Source: an optimization exercise on an open RTL-to-GDS flow (aim: a short achievable clock period and few clock cycles). Production flows keep margins and buffers that such runs may drop.
The RTL was checked by simulation tests, not by an equivalence proof against the original design.
Power is estimated from default activity; no workload was simulated.

==> inputs of v29 <==
==> flow/design.v <==
`timescale 1ns / 1ps
module top (
    input         clk,
    input         rst,
    output [31:0] imem_addr,
    input  [31:0] imem_data,
    output        reg_we,
    output [ 4:0] reg_waddr,
    output [31:0] reg_wdata,
    output        mem_we,
    output [ 4:0] mem_addr,
    output [31:0] mem_wdata
);
  reg [31:0] pc;
  reg [31:0] rf[0:31];
  reg [31:0] dm[0:31];
  wire [31:0] ir = imem_data;
  wire [5:0] op = ir[31:26];
  wire [4:0] rs = ir[25:21];
  wire [4:0] rt = ir[20:16];
  wire [4:0] rd = ir[15:11];
  wire [5:0] fn = ir[5:0];
  wire [31:0] simm = {{16{ir[15]}}, ir[15:0]};
  wire is_r    = (op == 6'b000000);
  wire is_addi = (op == 6'b001000);
  wire is_andi = (op == 6'b001100);
  wire is_lw   = (op == 6'b100011);
  wire is_sw   = (op == 6'b101011);
  wire is_beq  = (op == 6'b000100);
  wire is_bne  = (op == 6'b000101);
  wire is_j    = (op == 6'b000010);
  reg        s2_rwe;      
  reg        s2_mwe;      
  reg        s2_ld;       
  reg [4:0]  s2_dst;
  reg [31:0] s2_a, s2_b, s2_sd;
  reg [4:0]  s2_maddr;    
  reg        s2_add, s2_sub, s2_and, s2_or, s2_xor, s2_nor, s2_slt;
  wire [31:0] s2_res;
  wire byp_a = s2_rwe && (s2_dst == rs);
  wire byp_b = s2_rwe && (s2_dst == rt);
  wire [31:0] rA = byp_a ? s2_res : rf[rs];
  wire [31:0] rB = byp_b ? s2_res : rf[rt];
  wire [31:0] pc4 = pc + 32'd4;
  wire [31:0] br_tgt = pc4 + {simm[29:0], 2'b00};
  wire [31:0] j_tgt = {pc4[31:28], ir[25:0], 2'b00};
  wire eq = (rA == rB);
  wire taken = (is_beq && eq) || (is_bne && !eq);
  wire [31:0] seq_pc = rst ? 32'd0 : (is_j ? j_tgt : pc4);
  wire [31:0] next_pc = (taken && !rst) ? br_tgt : seq_pc;
  always @(posedge clk) pc <= next_pc;
  reg d_add, d_sub, d_and, d_or, d_xor, d_nor, d_slt;
  always @* begin
    {d_add, d_sub, d_and, d_or, d_xor, d_nor, d_slt} = 7'b0;
    if (is_r) begin
      case (fn)
        6'b100000, 6'b100001: d_add = 1'b1;
        6'b100010, 6'b100011: d_sub = 1'b1;
        6'b100101: d_or = 1'b1;
        6'b100110: d_xor = 1'b1;
        6'b100111: d_nor = 1'b1;
        6'b101010, 6'b101011: d_slt = 1'b1;
        default: d_and = 1'b1;
      endcase
    end else if (is_andi) d_and = 1'b1;
    else d_add = 1'b1;
  end
  always @(posedge clk) begin
    s2_rwe <= !rst && (is_r || is_addi || is_andi || is_lw);
    s2_mwe <= !rst && is_sw;
    s2_ld <= is_lw;
    s2_dst <= is_r ? rd : rt;
    s2_a <= rA;
    s2_b <= is_r ? rB : simm;
    s2_sd <= rB;
    s2_maddr <= rA[4:0] + ir[4:0];
    {s2_add, s2_sub, s2_and, s2_or, s2_xor, s2_nor, s2_slt} <=
        {d_add, d_sub, d_and, d_or, d_xor, d_nor, d_slt};
  end
  wire [32:0] diff = {1'b0, s2_a} - {1'b0, s2_b};
  wire [31:0] alu = ({32{s2_add}} & (s2_a + s2_b)) |
                    ({32{s2_sub}} & diff[31:0]) |
                    ({32{s2_and}} & (s2_a & s2_b)) |
                    ({32{s2_or}}  & (s2_a | s2_b)) |
                    ({32{s2_xor}} & (s2_a ^ s2_b)) |
                    ({32{s2_nor}} & (s2_a | ~s2_b)) |
                    ({31'b0, s2_slt & diff[32]});
  assign s2_res = s2_ld ? dm[s2_maddr] : alu;
  always @(posedge clk) begin
    if (s2_rwe) rf[s2_dst] <= s2_res;
    if (s2_mwe) dm[s2_maddr] <= s2_sd;
  end
  reg        o_rwe, o_mwe;
  reg [4:0]  o_rwaddr, o_maddr;
  reg [31:0] o_rwdata, o_mwdata;
  always @(posedge clk) begin
    o_rwe <= s2_rwe && !rst;
    o_mwe <= s2_mwe && !rst;
    o_rwaddr <= s2_dst;
    o_rwdata <= s2_res;
    o_maddr <= s2_maddr;
    o_mwdata <= s2_sd;
  end
  assign imem_addr = pc;
  assign reg_we    = o_rwe & ~rst;
  assign reg_waddr = o_rwaddr;
  assign reg_wdata = o_rwdata;
  assign mem_we    = o_mwe & ~rst;
  assign mem_addr  = o_maddr;
  assign mem_wdata = o_mwdata;
endmodule
==> flow/run.sh <==
#!/bin/bash
# synth_recipe.tcl (not shown) runs the flow's synth.tcl, then flattens the netlist and writes it again
# the make line also repeats each setting of config.mk as NAME=value (left out here)
make -C /OpenROAD-flow-scripts/flow DESIGN_CONFIG=/design/flow/config.mk WORK_HOME=/design/flow/orfs CLKGATE_MAP_FILE= SYNTH_SCRIPT=/design/flow/synth_recipe.tcl finish
==> flow/config.mk <==
export PLATFORM = sky130hd
export DESIGN_NAME = top
export DESIGN_NICKNAME = top
export VERILOG_FILES = /design/flow/design.v
export SDC_FILE = /design/flow/constraint.sdc
export NUM_CORES = 4
export LEC_CHECK = 0
export ABC_CLOCK_PERIOD_IN_PS = 4000
export CAP_MARGIN = 20
export CORE_MARGIN = 2
export CORE_UTILIZATION = 40
export PLACE_DENSITY = 0.6
export SETUP_SLACK_MARGIN = 5
export SLEW_MARGIN = 20
==> flow/constraint.sdc <==
create_clock -name core_clock -period 11.0 [get_ports {clk}]
set_input_delay 2.2000 -clock core_clock [delete_from_list [all_inputs] [get_ports {clk}]]
set_output_delay 2.2000 -clock core_clock [all_outputs]
set_load 0.01 [all_outputs]
==> inputs of v25, as changes to v29 <==
==> flow/design.v, changed modules only <==
module top (
    input         clk,
    input         rst,
    output [31:0] imem_addr,
    input  [31:0] imem_data,
    output        reg_we,
    output [ 4:0] reg_waddr,
    output [31:0] reg_wdata,
    output        mem_we,
    output [ 4:0] mem_addr,
    output [31:0] mem_wdata
);
  reg [31:0] pc;
  reg [31:0] rf[0:31];
  reg [31:0] dm[0:31];
  wire [31:0] ir = imem_data;
  wire [5:0] op = ir[31:26];
  wire [4:0] rs = ir[25:21];
  wire [4:0] rt = ir[20:16];
  wire [4:0] rd = ir[15:11];
  wire [5:0] fn = ir[5:0];
  wire [31:0] simm = {{16{ir[15]}}, ir[15:0]};
  wire is_r    = (op == 6'b000000);
  wire is_addi = (op == 6'b001000);
  wire is_andi = (op == 6'b001100);
  wire is_lw   = (op == 6'b100011);
  wire is_sw   = (op == 6'b101011);
  wire is_beq  = (op == 6'b000100);
  wire is_bne  = (op == 6'b000101);
  wire is_j    = (op == 6'b000010);
  reg        s2_rwe;      
  reg        s2_mwe;      
  reg        s2_ld;       
  reg [4:0]  s2_dst;
  reg [31:0] s2_a, s2_b, s2_sd;
  reg [4:0]  s2_imm;      
  reg        s2_add, s2_sub, s2_and, s2_or, s2_xor, s2_nor, s2_slt;
  wire [31:0] s2_res;
  wire byp_a = s2_rwe && (s2_dst == rs);
  wire byp_b = s2_rwe && (s2_dst == rt);
  wire [31:0] rA = byp_a ? s2_res : rf[rs];
  wire [31:0] rB = byp_b ? s2_res : rf[rt];
  wire [31:0] pc4 = pc + 32'd4;
  wire [31:0] br_tgt = pc4 + {simm[29:0], 2'b00};
  wire [31:0] j_tgt = {pc4[31:28], ir[25:0], 2'b00};
  wire is_br = is_beq || is_bne;
  wire pred_t = is_br && ((rs == rt) ? is_beq : ir[15]);
  reg        s2_br, s2_bne, s2_pred;
  reg [31:0] s2_alt;        
  wire s2_eq = (s2_a == s2_sd);
  wire mispredict = s2_br && ((s2_bne ^ s2_eq) != s2_pred);
  wire [31:0] next_pc = rst ? 32'd0 :
                        mispredict ? s2_alt :
                        is_j ? j_tgt :
                        pred_t ? br_tgt : pc4;
  wire v1 = !rst && !mispredict;    
  always @(posedge clk) begin
    s2_br <= v1 && is_br;
    s2_bne <= is_bne;
    s2_pred <= pred_t;
    s2_alt <= pred_t ? pc4 : br_tgt;
  end
  always @(posedge clk) pc <= next_pc;
  reg d_add, d_sub, d_and, d_or, d_xor, d_nor, d_slt;
  always @* begin
    {d_add, d_sub, d_and, d_or, d_xor, d_nor, d_slt} = 7'b0;
    if (is_r) begin
      case (fn)
        6'b100000, 6'b100001: d_add = 1'b1;
        6'b100010, 6'b100011: d_sub = 1'b1;
        6'b100101: d_or = 1'b1;
        6'b100110: d_xor = 1'b1;
        6'b100111: d_nor = 1'b1;
        6'b101010, 6'b101011: d_slt = 1'b1;
        default: d_and = 1'b1;
      endcase
    end else if (is_andi) d_and = 1'b1;
    else d_add = 1'b1;
  end
  always @(posedge clk) begin
    s2_rwe <= v1 && (is_r || is_addi || is_andi || is_lw);
    s2_mwe <= v1 && is_sw;
    s2_ld <= is_lw;
    s2_dst <= is_r ? rd : rt;
    s2_a <= rA;
    s2_b <= is_r ? rB : simm;
    s2_sd <= rB;
    s2_imm <= ir[4:0];
    {s2_add, s2_sub, s2_and, s2_or, s2_xor, s2_nor, s2_slt} <=
        {d_add, d_sub, d_and, d_or, d_xor, d_nor, d_slt};
  end
  wire [32:0] diff = {1'b0, s2_a} - {1'b0, s2_b};
  wire [31:0] alu = ({32{s2_add}} & (s2_a + s2_b)) |
                    ({32{s2_sub}} & diff[31:0]) |
                    ({32{s2_and}} & (s2_a & s2_b)) |
                    ({32{s2_or}}  & (s2_a | s2_b)) |
                    ({32{s2_xor}} & (s2_a ^ s2_b)) |
                    ({32{s2_nor}} & (s2_a | ~s2_b)) |
                    ({31'b0, s2_slt & diff[32]});
  wire [4:0] s2_maddr = s2_a[4:0] + s2_imm;
  assign s2_res = s2_ld ? dm[s2_maddr] : alu;
  always @(posedge clk) begin
    if (s2_rwe) rf[s2_dst] <= s2_res;
    if (s2_mwe) dm[s2_maddr] <= s2_sd;
  end
  reg        o_rwe, o_mwe;
  reg [4:0]  o_rwaddr, o_maddr;
  reg [31:0] o_rwdata, o_mwdata;
  always @(posedge clk) begin
    o_rwe <= s2_rwe && !rst;
    o_mwe <= s2_mwe && !rst;
    o_rwaddr <= s2_dst;
    o_rwdata <= s2_res;
    o_maddr <= s2_maddr;
    o_mwdata <= s2_sd;
  end
  assign imem_addr = pc;
  assign reg_we    = o_rwe & ~rst;
  assign reg_waddr = o_rwaddr;
  assign reg_wdata = o_rwdata;
  assign mem_we    = o_mwe & ~rst;
  assign mem_addr  = o_maddr;
  assign mem_wdata = o_mwdata;
endmodule
==> summary of the runs <==
Of v29 and v25, v25 has the higher sequential cell count (gap 10). Between v29 and v25, the lower fmax is in v29 (gap 4.7%, measured against v25). Between v25 and v29, the lower register-to-register slack is in v29 (gap 0.25 ns). Between v25 and v29, the lower utilization is in v25 (gap 0.47 points). Of v29 and v25, v25 has the higher clock-buffer cell count (gap 12). Between v25 and v29, the lower non-clock buffer count is in v25 (gap 12). Between v29 and v25, the lower worst hold slack is in v25 (gap 0.14 ns). Final cell count: v29 is larger than v25 (3.7%). Sequential power is about the same in v25 and v29. Clock skew: v25 is lower than v29 (0.058 ns). v25 finished with timing, DRC and antenna clean. v29 produced a clean layout.
Testbench counts of v29, summed over its fixed seeds: cycles 103,492.
Testbench counts of v25, summed over its fixed seeds: cycles 108,398.

-- afterwards: timing with drivers on the ports --
No port has a modelled driver above. Below, the same layouts with a new extraction and two added sets of constraints.
Step 1, drivers: a clkbuf_16 drives clk and a buf_2 each remaining input, both assumed.
Step 2, shift: input delay + t, output delay - t, t = (earliest + latest rising clock arrival at the registers) / 2. This alone moves slack from input paths to output paths.
Slacks: ideal ports / drivers / drivers and shift; pairs: ideal ports / drivers.
run | t (ns) | slack for setup (ns) | latest minus earliest clock arrival (ns)
v29 | 0.948 | 4.765 / 4.508 / 3.561 | 0.136 / 0.135
v25 | 0.983 | 5.060 / 5.060 / 4.457 | 0.067 / 0.066
After both steps setup and hold are still met in every run listed. The setup slack of v29, which loses most, moves by -0.257 ns with the drivers and by -1.204 ns with both steps.
